From an optimization exercise on the open Yosys and OpenROAD flow, aimed at small area, a short achievable clock period and few clock cycles; shortcuts taken in it are not production practice.
Where RTL was checked, it was by simulation tests only, not by an equivalence proof against the original.
Power is estimated from default activity; no workload was simulated.

==> flow/design.v (excerpt) <==
module coprocessador(
	instruction,
	clk,
	rst,
	wr,
	dataOut,
	incorrect_addr_flag,
	overflow_flag,
	done_flag
);
Size: roughly 2,500 cells after synthesis, roughly 0.032 sq mm of cells after synthesis.
==> module coprocessador, before the edit <==
module coprocessador(
	instruction,
	clk,
	rst,
	wr,
	dataOut,
	incorrect_addr_flag,
	overflow_flag,
	done_flag
);
	input [17:0] instruction;
	input clk, rst, wr;
	output reg [7:0] dataOut;
	output reg incorrect_addr_flag;
	output overflow_flag;
	output done_flag;
	localparam NOP = 3'b000, LOAD = 3'b001, STORE = 3'b010, ADD = 3'b011,
	           SUB = 3'b100, MULE = 3'b101, MULM = 3'b110, RST = 3'b111;
	wire [2:0] opcode = instruction[2:0];
	wire [7:0] scal = instruction[10:3];    
	reg armed;         
	reg done;
	reg clr_pend;      
	reg czero;         
	reg ovf;
	wire start = armed & (opcode != NOP) & ~rst;
	wire op_in = (opcode == ADD) | (opcode == SUB) | (opcode == MULE) | (opcode == MULM);
	wire start_op = start & op_in;
	assign done_flag = done;
	assign overflow_flag = ovf;
	reg is_mulm, is_mule, is_add, is_sub;
	reg act1;                  
	reg [4:0] j1, k1;          
	reg [4:0] sb;              
	reg [7:0] xq [0:4];
	reg [7:0] yq;
	wire last1 = is_mulm ? (j1[4] & k1[4]) : j1[4];
	wire first1 = ~is_mulm | k1[0];
	wire [4:0] kn = is_mulm ? {k1[3:0], k1[4]} : 5'b00001;
	wire [4:0] jn = (is_mulm & ~k1[4]) ? j1 : {j1[3:0], j1[4]};
	always @(posedge clk) begin
		if (rst) begin
			armed <= 1'b1;
			done <= 1'b0;
			clr_pend <= 1'b0;
			act1 <= 1'b0;
		end else begin
			armed <= (opcode == NOP);
			clr_pend <= start & (opcode == RST);
			if (start) begin
				done <= ~op_in;
			end else if (act1 & last1) begin
				done <= 1'b1;
			end
			if (start_op) begin
				act1 <= 1'b1;
			end else if (last1) begin
				act1 <= 1'b0;
			end
		end
		if (~act1) begin
			is_mulm <= (opcode == MULM);
			is_mule <= (opcode == MULE);
			is_add <= (opcode == ADD);
			is_sub <= (opcode == SUB);
		end
		if (act1) begin
			j1 <= jn;
			k1 <= kn;
			sb <= (is_mulm & kn[4]) ? {jn[3:0], jn[4]} : jn;
		end else begin
			j1 <= 5'b00001;
			k1 <= 5'b00001;
			sb <= 5'b00001;
		end
	end
	wire ld_in = (opcode == LOAD);
	wire st_in = (opcode == STORE);
	wire bad_in = ld_in ? ((instruction[5:3] > 3'd4) | (instruction[8:6] > 3'd4)) :
	                      ((instruction[6:4] > 3'd4) | (instruction[9:7] > 3'd4));
	always @(posedge clk) begin
		incorrect_addr_flag <= ((ld_in | st_in) & bad_in) | ((opcode == NOP) & incorrect_addr_flag);
	end
	reg [7:0] A [0:4][0:4];
	reg [7:0] B [0:4][0:4];
	wire clear = rst | clr_pend;
	wire [7:0] wdata = instruction[17:10] & {8{~clear}};
	wire st_ok = st_in & wr;
	genvar r, c;
	generate
		for (r = 0; r < 5; r = r + 1) begin : gr
			for (c = 0; c < 5; c = c + 1) begin : gc
				wire hit = st_ok & (instruction[9:7] == r) & (instruction[6:4] == c);
				always @(posedge clk) begin
					if (clear | (hit & ~instruction[3])) A[r][c] <= wdata;
					if (clear | (hit & instruction[3])) B[r][c] <= wdata;
				end
			end
		end
	endgenerate
	reg [7:0] C [0:4][0:4];
	always @(posedge clk) begin
		if (rst | (start & (opcode == RST))) czero <= 1'b1;
		else if (act1) czero <= 1'b0;
	end
	wire [4:0] lrow, lcol;
	generate
		for (c = 0; c < 5; c = c + 1) begin : ld
			assign lrow[c] = (instruction[8:6] == c);
			assign lcol[c] = (instruction[5:3] == c);
		end
	endgenerate
	wire [4:0] lrowg = lrow & {5{ld_in & ~czero}};
	reg [7:0] lrowv [0:4];
	reg [7:0] lval;
	integer i, k;
	always @(*) begin
		lval = dataOut & {8{opcode == NOP}};
		for (i = 0; i < 5; i = i + 1) begin
			lrowv[i] = 8'd0;
			for (k = 0; k < 5; k = k + 1)
				lrowv[i] = lrowv[i] | (C[i][k] & {8{lcol[k]}});
			lval = lval | (lrowv[i] & {8{lrowg[i]}});
		end
	end
	always @(posedge clk) begin
		dataOut <= lval;
	end
	wire [4:0] sa = ~act1 ? 5'b00001 : is_mulm ? kn : jn;    
	reg [7:0] acol [0:4];
	reg [7:0] bcol [0:4];
	reg [7:0] bnext;
	always @(*) begin
		bnext = 8'd0;
		for (i = 0; i < 5; i = i + 1) begin
			acol[i] = 8'd0;
			bcol[i] = 8'd0;
			for (k = 0; k < 5; k = k + 1) begin
				acol[i] = acol[i] | (A[i][k] & {8{sa[k]}});
				bcol[i] = bcol[i] | (B[i][k] & {8{sb[k]}});
			end
			bnext = bnext | (bcol[i] & {8{k1[(i + 4) % 5]}});
		end
	end
	always @(posedge clk) begin
		for (i = 0; i < 5; i = i + 1) xq[i] <= acol[i];
		if (~act1)
			yq <= (opcode == MULM) ? B[0][0] : (opcode == MULE) ? scal : 8'd1;
		else
			yq <= is_mulm ? bnext : is_mule ? scal : 8'd1;
	end
	wire [4:0] mov;
	wire [7:0] prod [0:4];
	wire [4:0] aov;
	wire [4:0] b80;
	generate
		for (r = 0; r < 5; r = r + 1) begin : lane
			mul8bc2 m(xq[r], yq, prod[r], mov[r]);
			wire [7:0] left = is_mulm ? (first1 ? 8'd0 : C[r][4]) :
			                  is_add ? bcol[r] : is_sub ? ~bcol[r] : 8'd0;
			wire [7:0] sum = left + prod[r] + {7'd0, is_sub};
			assign aov[r] = (left[7] == prod[r][7]) & (sum[7] != left[7]);
			assign b80[r] = is_sub & (bcol[r] == 8'h80);
			always @(posedge clk) begin
				if (act1) begin
					if (first1) begin
						C[r][0] <= C[r][1];
						C[r][1] <= C[r][2];
						C[r][2] <= C[r][3];
						C[r][3] <= C[r][4];
					end
					C[r][4] <= sum;
				end
			end
		end
	endgenerate
	always @(posedge clk) begin
		if (start_op) ovf <= 1'b0;
		else if (act1) ovf <= ovf | (|mov) | (|aov) | (|b80);
	end
endmodule
Settings: LEC_CHECK=0, CAP_MARGIN=10, CORE_MARGIN=2, CORE_UTILIZATION=65, CTS_BUF_LIST=sky130_fd_sc_hd__clkbuf_8 sky130_fd_sc_hd__clkbuf_16, CTS_CLUSTER_DIAMETER=60, CTS_CLUSTER_SIZE=30, PLACE_DENSITY=0.75, SLEW_MARGIN=10; clock period 20.0 ns.
standard.sh (not shown) runs the stock make flow with config.mk's settings and CLKGATE_MAP_FILE= SYNTH_SCRIPT=/design/flow/synth_recipe.tcl, a recipe that flattens the netlist after the stock synthesis.
==> flow/flow/run.sh <==
#!/bin/bash
# The standard layout with these changes:
#  - after the standard synthesis, its combinational logic is mapped again by
#    abc with an area-recovering script (flow/reabc.tcl, flow/area.abc); the
#    flip-flops, tie cells and adder cells stay as the standard synthesis made
#    them, with their names;
#  - plain buffers (instead of delay cells) on the ports;
#  - a clock tree without dummy loads.
set -euo pipefail
R="$PWD/orfs/results/${FLOW_PLATFORM}/coprocessador/base"
CTS='-sink_clustering_enable -repair_clock_nets -sink_clustering_size 30 -sink_clustering_max_diameter 60 -buf_list {sky130_fd_sc_hd__clkbuf_8 sky130_fd_sc_hd__clkbuf_16} -dont_use_dummy_load'
ARGS=(SETUP_SLACK_MARGIN=15 'BUFFER_PORTS_ARGS=-buffer_cell sky130_fd_sc_hd__buf_4' "CTS_ARGS=$CTS")
bash standard.sh "${ARGS[@]}" "$R/1_2_yosys.v" > flow_synth.log 2>&1
cp "$R/1_2_yosys.v" "$R/1_2_yosys_standard.v"
REABC_LIB="${FLOW_HOME}/platforms/${FLOW_PLATFORM}/lib/sky130_fd_sc_hd__tt_025C_1v80.lib" \
REABC_IN="$R/1_2_yosys_standard.v" REABC_OUT="$R/1_2_yosys.v" REABC_TOP="$FLOW_TOP" \
REABC_SCRIPT="$PWD/flow/area.abc" \
  yosys -c flow/reabc.tcl > flow_reabc.log 2>&1
bash standard.sh "${ARGS[@]}" finish > flow_make.log 2>&1
Other scripts of this flow, unchanged in this note and not shown: flow/flow/area.abc, flow/flow/reabc.tcl
The starting point finished clean.
Testbench counts at the start, summed over its fixed seeds: cycles 27,000.
Change:
--- a/flow/design.v
+++ b/flow/design.v
@@ -119,9 +119,13 @@
 	           SUB = 3'b100, MULE = 3'b101, MULM = 3'b110, RST = 3'b111;
 	wire [2:0] opcode = instruction[2:0];
-	wire [7:0] scal = instruction[10:3];    
 	reg armed;         
 	reg done;
+	reg [17:0] ir;     
+	reg ir_wr;
+	reg st_pend;       
 	reg clr_pend;      
 	reg czero;         
+	reg rst_q;         
+	reg go_pend;       
 	reg ovf;
 	wire start = armed & (opcode != NOP) & ~rst;
@@ -131,9 +135,10 @@
 	assign overflow_flag = ovf;
 	reg is_mulm, is_mule, is_add, is_sub;
+	wire [7:0] scal = ir[10:3];    
 	reg act1;                  
 	reg [4:0] j1, k1;          
-	reg [4:0] sb;              
 	reg [7:0] xq [0:4];
 	reg [7:0] yq;
+	wire busy = act1;
 	wire last1 = is_mulm ? (j1[4] & k1[4]) : j1[4];
 	wire first1 = ~is_mulm | k1[0];
@@ -141,11 +146,17 @@
 	wire [4:0] jn = (is_mulm & ~k1[4]) ? j1 : {j1[3:0], j1[4]};
 	always @(posedge clk) begin
+		ir <= instruction;
+		ir_wr <= wr;
+		rst_q <= rst;
 		if (rst) begin
 			armed <= 1'b1;
 			done <= 1'b0;
+			st_pend <= 1'b0;
 			clr_pend <= 1'b0;
 			act1 <= 1'b0;
+			go_pend <= 1'b0;
 		end else begin
 			armed <= (opcode == NOP);
+			st_pend <= start & (opcode == STORE);
 			clr_pend <= start & (opcode == RST);
 			if (start) begin
@@ -154,5 +165,6 @@
 				done <= 1'b1;
 			end
-			if (start_op) begin
+			go_pend <= start_op & rst_q;
+			if ((start_op & ~rst_q) | go_pend) begin
 				act1 <= 1'b1;
 			end else if (last1) begin
@@ -160,5 +172,5 @@
 			end
 		end
-		if (~act1) begin
+		if (~busy & ~go_pend) begin
 			is_mulm <= (opcode == MULM);
 			is_mule <= (opcode == MULE);
@@ -185,15 +197,15 @@
 	reg [7:0] A [0:4][0:4];
 	reg [7:0] B [0:4][0:4];
-	wire clear = rst | clr_pend;
-	wire [7:0] wdata = instruction[17:10] & {8{~clear}};
-	wire st_ok = st_in & wr;
+	wire clear = rst_q | clr_pend;
+	wire [7:0] wdata = ir[17:10] & {8{~clear}};
+	wire st_ok = st_pend & ir_wr;
 	genvar r, c;
 	generate
 		for (r = 0; r < 5; r = r + 1) begin : gr
 			for (c = 0; c < 5; c = c + 1) begin : gc
-				wire hit = st_ok & (instruction[9:7] == r) & (instruction[6:4] == c);
+				wire hit = st_ok & (ir[9:7] == r) & (ir[6:4] == c);
 				always @(posedge clk) begin
-					if (clear | (hit & ~instruction[3])) A[r][c] <= wdata;
-					if (clear | (hit & instruction[3])) B[r][c] <= wdata;
+					if (clear | (hit & ~ir[3])) A[r][c] <= wdata;
+					if (clear | (hit & ir[3])) B[r][c] <= wdata;
 				end
 			end
@@ -229,4 +241,5 @@
 	end
 	wire [4:0] sa = ~act1 ? 5'b00001 : is_mulm ? kn : jn;    
+	reg [4:0] sb;
 	reg [7:0] acol [0:4];
 	reg [7:0] bcol [0:4];
@@ -241,5 +254,5 @@
 				bcol[i] = bcol[i] | (B[i][k] & {8{sb[k]}});
 			end
-			bnext = bnext | (bcol[i] & {8{k1[(i + 4) % 5]}});
+			bnext = bnext | (bcol[i] & {8{kn[i]}});
 		end
 	end
@@ -247,5 +260,5 @@
 		for (i = 0; i < 5; i = i + 1) xq[i] <= acol[i];
 		if (~act1)
-			yq <= (opcode == MULM) ? B[0][0] : (opcode == MULE) ? scal : 8'd1;
+			yq <= (opcode == MULM) ? B[0][0] : (opcode == MULE) ? instruction[10:3] : 8'd1;
 		else
 			yq <= is_mulm ? bnext : is_mule ? scal : 8'd1;
Result: The changed run produced a clean layout; total power went down by 2.7%; clock power went up by about 1%; clock skew falls by 0.0054 ns; wire length is lower by 2.0%; maximum frequency drops by 3.3%; final area rises by 1.2%; non-clock buffer count grows by 27; final cell count went up by 3.0%; synthesized cell count goes up by 1.2%; sequential share of layout area grows by 0.38 points.
For the second run of this note, only the layout was checked, not whether the RTL still works.

what the ideal ports hide:
In the flow no input, the clock included, has a driving cell. The finished layouts below were timed again as built, in two steps. Step 1 (the two cells are an assumption about what drives the block):
set clk [get_ports {clk}]
set_driving_cell -lib_cell sky130_fd_sc_hd__clkbuf_16 $clk
set_driving_cell -lib_cell sky130_fd_sc_hd__buf_2 [delete_from_list [all_inputs] $clk]
Step 2, shift: input delay + t, output delay - t, t = (earliest + latest rising clock arrival at the registers) / 2. This alone moves slack from input paths to output paths. Three values: ideal, step 1, step 2; two values: the first two.
run | t, ns | setup slack, ns | worst setup path at the end | worst register clock-pin slew, ns
the first run | 0.627 | 14.907 / 14.849 / 14.358 | input to register | 0.11 / 0.11
the second run | 0.626 | 14.731 / 14.468 / 13.842 | input to register | 0.10 / 0.10
After both steps setup and hold are still met in every run listed. The setup slack of the second run, which loses most, moves by -0.263 ns with the drivers and by -0.889 ns with both steps.
